Background: an optimization exercise with open tools, aiming at small area, a short achievable clock period and few clock cycles. Do not read the settings as production practice.
RTL that was checked went through simulation tests only; none was proved equivalent to the original.
Power and IR drop assume default switching activity.

==> flow/design.v <==
module div (
    input wire clk,
    input wire rst_n,
    input wire [32-1:0] dividend_i,
    input wire [32-1:0] divisor_i,
    input wire                       start_i,
    input wire                       ctrl_ready_i,
    input wire [                3:0] op_i,
    output wire [32-1:0] result_o,
    output reg                        busy_o,
    output reg                        valid_o
);
    localparam [1:0] S_IDLE = 2'd0, S_PREP = 2'd1, S_ITER = 2'd2, S_FIN = 2'd3;
    reg  [1:0] state;
    reg [31:0] r;       
    reg [31:0] x;       
    reg [31:0] q;       
    reg  [4:0] cnt;
    reg  [4:0] pa, pb;  
    reg        sa, sb;  
    reg        is_rem;   
    reg        cin;      
    function automatic [4:0] msb32(input [31:0] v);
        reg [7:0] nz;
        reg [1:0] p [0:7];
        reg [2:0] g;
        integer i;
        begin
            for (i = 0; i < 8; i = i + 1) begin
                nz[i]   = |v[4*i+:4];
                p[i][1] = v[4*i+3] | v[4*i+2];
                p[i][0] = v[4*i+3] | (~v[4*i+2] & v[4*i+1]);
            end
            g[2] = |nz[7:4];
            g[1] = g[2] ? (nz[7] | nz[6]) : (nz[3] | nz[2]);
            g[0] = g[2] ? (nz[7] | (~nz[6] & nz[5])) : (nz[3] | (~nz[2] & nz[1]));
            msb32 = {g, p[g]};
        end
    endfunction
    wire        sgn_i = op_i[0] | op_i[2];
    wire        sa_i  = sgn_i & dividend_i[31];
    wire        sb_i  = sgn_i & divisor_i[31];
    wire [31:0] a_m   = dividend_i ^ {32{sa_i}};    
    wire [31:0] b_m   = divisor_i ^ {32{sb_i}};     
    wire [32:0] sum;
    wire        cout = sum[32];
    add32 u_add (.a(r), .b(x), .ci(cin), .s(sum));
    wire        prep = (state == S_PREP);
    wire [31:0] inc_in = prep ? r : (is_rem ? (r ^ {32{sa}}) : ~q);
    wire        inc_c  = (prep | is_rem) ? sa : 1'b1;
    wire [31:0] inc_out;
    inc32 u_inc (.a(inc_in), .ci(inc_c), .s(inc_out));
    wire [5:0] kk = {1'b0, pa} - {1'b0, pb};
    wire [4:0] k  = kk[4:0];
    reg  [31:0] x_init;
    always @(*) begin
        x_init = x;
        if (k[0]) x_init = {x_init[30:0], {1{~sb}}};
        if (k[1]) x_init = {x_init[29:0], {2{~sb}}};
        if (k[2]) x_init = {x_init[27:0], {4{~sb}}};
        if (k[3]) x_init = {x_init[23:0], {8{~sb}}};
        if (k[4]) x_init = {x_init[15:0], {16{~sb}}};
    end
    wire bz = ~sb & (pb == 5'd0) & x[0];
    wire lt = ~cout;
    wire early = bz | ((sa & ~sb) ? kk[5] : lt);
    assign result_o = q;
    always @(posedge clk) begin
        if (!rst_n) begin
            state   <= S_IDLE;
            busy_o  <= 1'b0;
            valid_o <= 1'b0;
        end else begin
            case (state)
                S_IDLE: begin
                    if (ctrl_ready_i) begin
                        valid_o <= 1'b0;
                        if (start_i) begin
                            state  <= S_PREP;
                            busy_o <= 1'b1;
                        end
                    end
                end
                S_PREP: begin
                    if (early) begin
                        if (sa & is_rem) begin
                            state <= S_FIN;
                        end else begin
                            state   <= S_IDLE;
                            busy_o  <= 1'b0;
                            valid_o <= 1'b1;
                        end
                    end else begin
                        state <= S_ITER;
                    end
                end
                S_ITER: begin
                    if (cnt == 5'd0) begin
                        if (is_rem | (sa ^ sb)) begin
                            state <= S_FIN;
                        end else begin
                            state   <= S_IDLE;
                            busy_o  <= 1'b0;
                            valid_o <= 1'b1;
                        end
                    end
                end
                default: begin   
                    state   <= S_IDLE;
                    busy_o  <= 1'b0;
                    valid_o <= 1'b1;
                end
            endcase
        end
    end
    always @(posedge clk) begin
        pa <= msb32(sa_i ? {~dividend_i[30:0], 1'b1} : dividend_i);
        pb <= msb32(b_m | {31'd0, sb_i});
        case (state)
            S_IDLE:  x <= ~b_m;
            S_PREP:  x <= x_init;
            default: x <= {1'b1, x[31:1]};
        endcase
        cnt <= (state == S_PREP) ? k : cnt - 5'd1;
        cin <= (state == S_IDLE) ? (sa_i | ~sb_i) : ~sb;
        case (state)
            S_IDLE: begin
                r      <= a_m;
                sa     <= sa_i;
                sb     <= sb_i;
                is_rem <= op_i[2] | op_i[3];
            end
            S_PREP: begin
                r <= inc_out;
                q <= is_rem ? inc_out : {32{bz}};
            end
            S_ITER: begin
                if (cout) r <= sum[31:0];
                q <= {q[30:0], cout};
            end
            default: begin   
                q <= inc_out;
            end
        endcase
    end
endmodule
module add32 (
    input  wire [31:0] a,
    input  wire [31:0] b,
    input  wire        ci,
    output wire [32:0] s
);
    reg [31:0] g [0:5];
    reg [31:0] p [0:5];
    integer l, i;
    always @(*) begin
        g[0] = a & b;
        p[0] = a ^ b;
        g[0][0] = g[0][0] | (p[0][0] & ci);
        for (l = 0; l < 5; l = l + 1) begin
            g[l+1] = g[l];
            p[l+1] = p[l];
            for (i = 0; i < 32; i = i + 1)
                if ((i >> l) & 1) begin
                    g[l+1][i] = g[l][i] | (p[l][i] & g[l][((i >> l) << l) - 1]);
                    p[l+1][i] = p[l][i] & p[l][((i >> l) << l) - 1];
                end
        end
    end
    assign s = {g[5][31], (a ^ b) ^ {g[5][30:0], ci}};
endmodule
module inc32 (
    input  wire [31:0] a,
    input  wire        ci,
    output wire [31:0] s
);
    reg [31:0] t [0:5];
    integer l, i;
    always @(*) begin
        t[0] = a;
        t[0][0] = a[0] & ci;
        for (l = 0; l < 5; l = l + 1) begin
            t[l+1] = t[l];
            for (i = 0; i < 32; i = i + 1)
                if ((i >> l) & 1) t[l+1][i] = t[l][i] & t[l][((i >> l) << l) - 1];
        end
    end
    assign s = a ^ {t[5][30:0], ci};
endmodule
Settings: LEC_CHECK=0, ABC_AREA=1, CAP_MARGIN=20, CORE_MARGIN=2, CORE_UTILIZATION=50, CTS_BUF_LIST=sky130_fd_sc_hd__clkbuf_8, PLACE_DENSITY=0.65, SETUP_SLACK_MARGIN=4.8, SLEW_MARGIN=20; clock period 8.0 ns.
standard.sh (not shown) runs the stock make flow with config.mk's settings and CLKGATE_MAP_FILE= SYNTH_SCRIPT=/design/flow/synth_recipe.tcl, a recipe that flattens the netlist after the stock synthesis.
==> flow/flow/run.sh <==
#!/bin/bash
# The standard layout (the standard.sh, standard synthesis included),
# with the port buffers that ORFS inserts before global placement made
# from sky130_fd_sc_hd__buf_1 instead of the library's pick.
set -euo pipefail
export BUFFER_PORTS_ARGS="-buffer_cell sky130_fd_sc_hd__buf_1"
bash standard.sh > standard.log 2>&1
==> next run, changes <==
--- a/flow/design.v
+++ b/flow/design.v
@@ -49,9 +49,9 @@
     wire [31:0] inc_in = prep ? r : (is_rem ? (r ^ {32{sa}}) : ~q);
     wire        inc_c  = (prep | is_rem) ? sa : 1'b1;
     wire [31:0] inc_out;
     inc32 u_inc (.a(inc_in), .ci(inc_c), .s(inc_out));
-    wire [5:0] kk = {1'b0, pa} - {1'b0, pb};
+    wire [5:0] kk = {1'b0, pa} + {5'd0, sa} - {1'b0, pb};
     wire [4:0] k  = kk[4:0];
     reg  [31:0] x_init;
     always @(*) begin
         x_init = x;
@@ -113,9 +113,9 @@
             endcase
         end
     end
     always @(posedge clk) begin
-        pa <= msb32(sa_i ? {~dividend_i[30:0], 1'b1} : dividend_i);
+        pa <= msb32(a_m);
         pb <= msb32(b_m | {31'd0, sb_i});
         case (state)
             S_IDLE:  x <= ~b_m;
             S_PREP:  x <= x_init;
What happened:
- maximum frequency increases by a few percent
- hold slack gets worse by 12 ps
- die area increases slightly
- synthesized cell count increases by a few percent
- total power hardly moves
- design area decreases slightly
- cell count increases by a few percent
- register-to-register slack barely changes
Testbench counts after the change, summed over its fixed seeds: cycles 63,187.
Only the layout flow was run in the first run of this note; the RTL was not checked for function there.

========
RTL: the design.v shown in full above, as it stands there.
Settings: LEC_CHECK=0, ABC_AREA=1, CAP_MARGIN=20, CORE_MARGIN=2, CORE_UTILIZATION=50, CTS_BUF_LIST=sky130_fd_sc_hd__clkbuf_8, PLACE_DENSITY=0.65, SETUP_SLACK_MARGIN=4.75, SLEW_MARGIN=20; clock period 8.0 ns.
Scripts as last shown in full above: flow/flow/run.sh
Then changed:
--- a/flow/design.v
+++ b/flow/design.v
@@ -51,5 +51,5 @@
     wire [31:0] inc_out;
     inc32 u_inc (.a(inc_in), .ci(inc_c), .s(inc_out));
-    wire [5:0] kk = {1'b0, pa} - {1'b0, pb};
+    wire [5:0] kk = {1'b0, pa} + {5'd0, sa} - {1'b0, pb};
     wire [4:0] k  = kk[4:0];
     reg  [31:0] x_init;
@@ -62,5 +62,5 @@
         if (k[4]) x_init = {x_init[15:0], {16{~sb}}};
     end
-    wire bz = ~sb & (pb == 5'd0) & x[0];
+    wire bz = ~sb & (&x);                           
     wire lt = ~cout;
     wire early = bz | ((sa & ~sb) ? kk[5] : lt);
@@ -115,5 +115,5 @@
     end
     always @(posedge clk) begin
-        pa <= msb32(sa_i ? {~dividend_i[30:0], 1'b1} : dividend_i);
+        pa <= msb32(a_m);
         pb <= msb32(b_m | {31'd0, sb_i});
         case (state)
Synthesized cell count grows by a few percent. Register-to-register slack gets worse by 97 ps. Via count grows by a few percent. Clock-buffer cell count grows by 2. Sequential power shrinks by a few percent. Die area grows by a few percent. Wire length grows by a few percent. Final cell count grows by a few percent. Area after synthesis grows by a few percent. Sequential cell count is unchanged. Power grows by a few percent. Maximum frequency shrinks slightly. Setup slack gets worse by 21 ps. Non-clock buffer count shrinks by 6.
Testbench counts after the change, summed over its fixed seeds: cycles 63,187.
Function not checked in the first run of this note: the RTL went through the layout flow alone.

========
Another version of the RTL of div (not shown whole).
Size in the first run: ~2,000 cells after synthesis, ~120 flip-flops, roughly 110 I/O pins.
Design div, start of the top module:
module div (
    input wire clk,
    input wire rst_n,
    input wire [32-1:0] dividend_i,
    input wire [32-1:0] divisor_i,
    input wire                       start_i,
    input wire                       ctrl_ready_i,
    input wire [                3:0] op_i,
    output wire [32-1:0] result_o,
    output reg                        busy_o,
    output reg                        valid_o
);
==> module div, before the edit <==
module div (
    input wire clk,
    input wire rst_n,
    input wire [32-1:0] dividend_i,
    input wire [32-1:0] divisor_i,
    input wire                       start_i,
    input wire                       ctrl_ready_i,
    input wire [                3:0] op_i,
    output wire [32-1:0] result_o,
    output reg                        busy_o,
    output reg                        valid_o
);
    localparam [2:0] S_IDLE = 3'd0, S_PREP = 3'd1, S_ITER = 3'd2, S_FIN = 3'd3, S_FIX = 3'd4;
    reg  [2:0] state;
    reg [31:0] r;       
    reg [31:0] x;       
    reg [31:0] q;       
    reg  [4:0] cnt;
    reg  [4:0] pa, pb;  
    reg        sa, sb;  
    reg        is_rem, is_div;
    function automatic [4:0] msb32(input [31:0] v);
        reg [7:0] nz;
        reg [1:0] p [0:7];
        reg [2:0] g;
        integer i;
        begin
            for (i = 0; i < 8; i = i + 1) begin
                nz[i]   = |v[4*i+:4];
                p[i][1] = v[4*i+3] | v[4*i+2];
                p[i][0] = v[4*i+3] | (~v[4*i+2] & v[4*i+1]);
            end
            g[2] = |nz[7:4];
            g[1] = g[2] ? (nz[7] | nz[6]) : (nz[3] | nz[2]);
            g[0] = g[2] ? (nz[7] | (~nz[6] & nz[5])) : (nz[3] | (~nz[2] & nz[1]));
            msb32 = {g, p[g]};
        end
    endfunction
    wire        sgn_i = op_i[0] | op_i[2];
    wire        sa_i  = sgn_i & dividend_i[31];
    wire        sb_i  = sgn_i & divisor_i[31];
    wire [31:0] a_m   = dividend_i ^ {32{sa_i}};    
    wire [31:0] b_m   = divisor_i ^ {32{sb_i}};     
    wire        cin = ~sb | (sa & (state == S_PREP));
    wire [32:0] sum;
    wire        cout = sum[32];
    add32 u_add (.a(r), .b(x), .ci(cin), .s(sum));
    wire        prep = (state == S_PREP);
    wire [31:0] inc_in = prep ? r : (is_rem ? (r ^ {32{sa}}) : ~q);
    wire        inc_c  = (prep | is_rem) ? sa : 1'b1;
    wire [31:0] inc_out;
    inc32 u_inc (.a(inc_in), .ci(inc_c), .s(inc_out));
    wire [5:0] kk = {1'b0, pa} - {1'b0, pb};
    wire [4:0] k  = kk[4:0];
    reg  [31:0] x_init;
    always @(*) begin
        x_init = x;
        if (k[0]) x_init = {x_init[30:0], {1{~sb}}};
        if (k[1]) x_init = {x_init[29:0], {2{~sb}}};
        if (k[2]) x_init = {x_init[27:0], {4{~sb}}};
        if (k[3]) x_init = {x_init[23:0], {8{~sb}}};
        if (k[4]) x_init = {x_init[15:0], {16{~sb}}};
    end
    wire bz = ~sb & (&x);                           
    wire lt = ~cout;
    wire early = bz | ((sa & ~sb) ? kk[5] : lt);
    assign result_o = q;
    always @(posedge clk) begin
        if (!rst_n) begin
            state   <= S_IDLE;
            busy_o  <= 1'b0;
            valid_o <= 1'b0;
        end else begin
            case (state)
                S_IDLE: begin
                    r      <= a_m;
                    x      <= ~b_m;
                    pa     <= sa_i ? msb32({~dividend_i[30:0], 1'b1}) : msb32(dividend_i);
                    pb     <= sb_i ? msb32(~divisor_i | 32'd1) : msb32(divisor_i);
                    sa     <= sa_i;
                    sb     <= sb_i;
                    is_rem <= op_i[2] | op_i[3];
                    is_div <= op_i[0] | op_i[1];
                    if (ctrl_ready_i) begin
                        valid_o <= 1'b0;
                        if (start_i) begin
                            state  <= S_PREP;
                            busy_o <= 1'b1;
                        end
                    end
                end
                S_PREP: begin
                    r    <= inc_out;
                    x    <= x_init;
                    cnt  <= k;
                    q    <= is_rem ? inc_out : {32{bz}};
                    if (early) begin
                        if (sa & is_rem) begin
                            state <= S_FIX;
                        end else begin
                            state   <= S_IDLE;
                            busy_o  <= 1'b0;
                            valid_o <= 1'b1;
                        end
                    end else begin
                        state <= S_ITER;
                    end
                end
                S_ITER: begin
                    if (cout) r <= sum[31:0];
                    q   <= {q[30:0], cout};
                    x   <= {1'b1, x[31:1]};
                    cnt <= cnt - 5'd1;
                    if (cnt == 5'd0) begin
                        if (is_rem | (is_div & (sa ^ sb))) begin
                            state <= S_FIN;
                        end else begin
                            state   <= S_IDLE;
                            busy_o  <= 1'b0;
                            valid_o <= 1'b1;
                        end
                    end
                end
                S_FIX: begin
                    q       <= inc_out;
                    state   <= S_IDLE;
                    busy_o  <= 1'b0;
                    valid_o <= 1'b1;
                end
                default: begin   
                    q       <= inc_out;
                    state   <= S_IDLE;
                    busy_o  <= 1'b0;
                    valid_o <= 1'b1;
                end
            endcase
        end
    end
endmodule
export LEC_CHECK = 0
export ABC_AREA = 1
export CAP_MARGIN = 20
export CORE_MARGIN = 2
export CORE_UTILIZATION = 50
export PLACE_DENSITY = 0.65
export SETUP_SLACK_MARGIN = 4.5
export SLEW_MARGIN = 20
create_clock -name core_clock -period 8.0 [get_ports {clk}]
run.sh (not shown) runs the stock make flow with config.mk's settings and CLKGATE_MAP_FILE= SYNTH_SCRIPT=/design/flow/synth_recipe.tcl, a recipe that flattens the netlist after the stock synthesis.
Stock flow here: none of the scripts above is used.
The starting point produced a clean layout.
Edit:
--- a/flow/design.v
+++ b/flow/design.v
@@ -48,11 +48,11 @@
     wire        prep = (state == S_PREP);
     wire [31:0] inc_in = prep ? r : (is_rem ? (r ^ {32{sa}}) : ~q);
     wire        inc_c  = (prep | is_rem) ? sa : 1'b1;
     wire [31:0] inc_out;
     inc32 u_inc (.a(inc_in), .ci(inc_c), .s(inc_out));
-    wire [5:0] kk = {1'b0, pa} - {1'b0, pb};
+    wire [5:0] kk = {1'b0, pa} + {5'd0, sa} - {1'b0, pb};
     wire [4:0] k  = kk[4:0];
     reg  [31:0] x_init;
     always @(*) begin
         x_init = x;
         if (k[0]) x_init = {x_init[30:0], {1{~sb}}};
@@ -73,12 +73,12 @@
         end else begin
             case (state)
                 S_IDLE: begin
                     r      <= a_m;
                     x      <= ~b_m;
-                    pa     <= sa_i ? msb32({~dividend_i[30:0], 1'b1}) : msb32(dividend_i);
-                    pb     <= sb_i ? msb32(~divisor_i | 32'd1) : msb32(divisor_i);
+                    pa     <= msb32(a_m);
+                    pb     <= msb32(b_m | {31'd0, sb_i});
                     sa     <= sa_i;
                     sb     <= sb_i;
                     is_rem <= op_i[2] | op_i[3];
                     is_div <= op_i[0] | op_i[1];
                     if (ctrl_ready_i) begin
Result:
- die area increases by 1.3%
- via count hardly moves
- fmax is about the same
- worst setup slack is better by 0.0049 ns
- register-to-register slack is better by 0.08 ns
Testbench counts after the change, summed over its fixed seeds: cycles 63,187.
Function not checked in the first run of this note: the RTL went through the layout flow alone.

## static timing again, ports no longer ideal
The results above use ideal ports. As a check the final layouts listed here were re-extracted and re-timed, cells and wires unchanged. Step 1, drivers: a clkbuf_16 drives clk and a buf_2 each remaining input, both assumed. Step 2 also shifts input and output timing later by t, the mid clock arrival at the registers, as if the neighbouring blocks saw the same clock. Three values: ideal ports, drivers, drivers and shift; two values: the first two.
| run | shift t [ns] | slack for setup (ns) | worst slew at a driven data input, ns |
|---|---|---|---|
| the first run of note 1 | 0.504 | 4.822 / 4.849 / 4.346 | 0.05 |
| the second run of note 1 | 0.502 | 4.897 / 4.897 / 4.453 | 0.04 |
| the first run of note 2 | 0.518 | 4.844 / 4.874 / 4.356 | 0.04 |
| the second run of note 2 | 0.510 | 4.823 / 4.823 / 4.427 | 0.04 |
| the first run of note 3 | 0.490 | 4.603 / 4.608 / 4.150 | 0.04 |
| the second run of note 3 | 0.482 | 4.608 / 4.632 / 4.150 | 0.04 |
After both steps setup and hold are still met in every run listed. For the first run of note 2, which loses most, drivers alone change the setup slack by +0.030 ns; drivers and shift together by -0.488 ns.
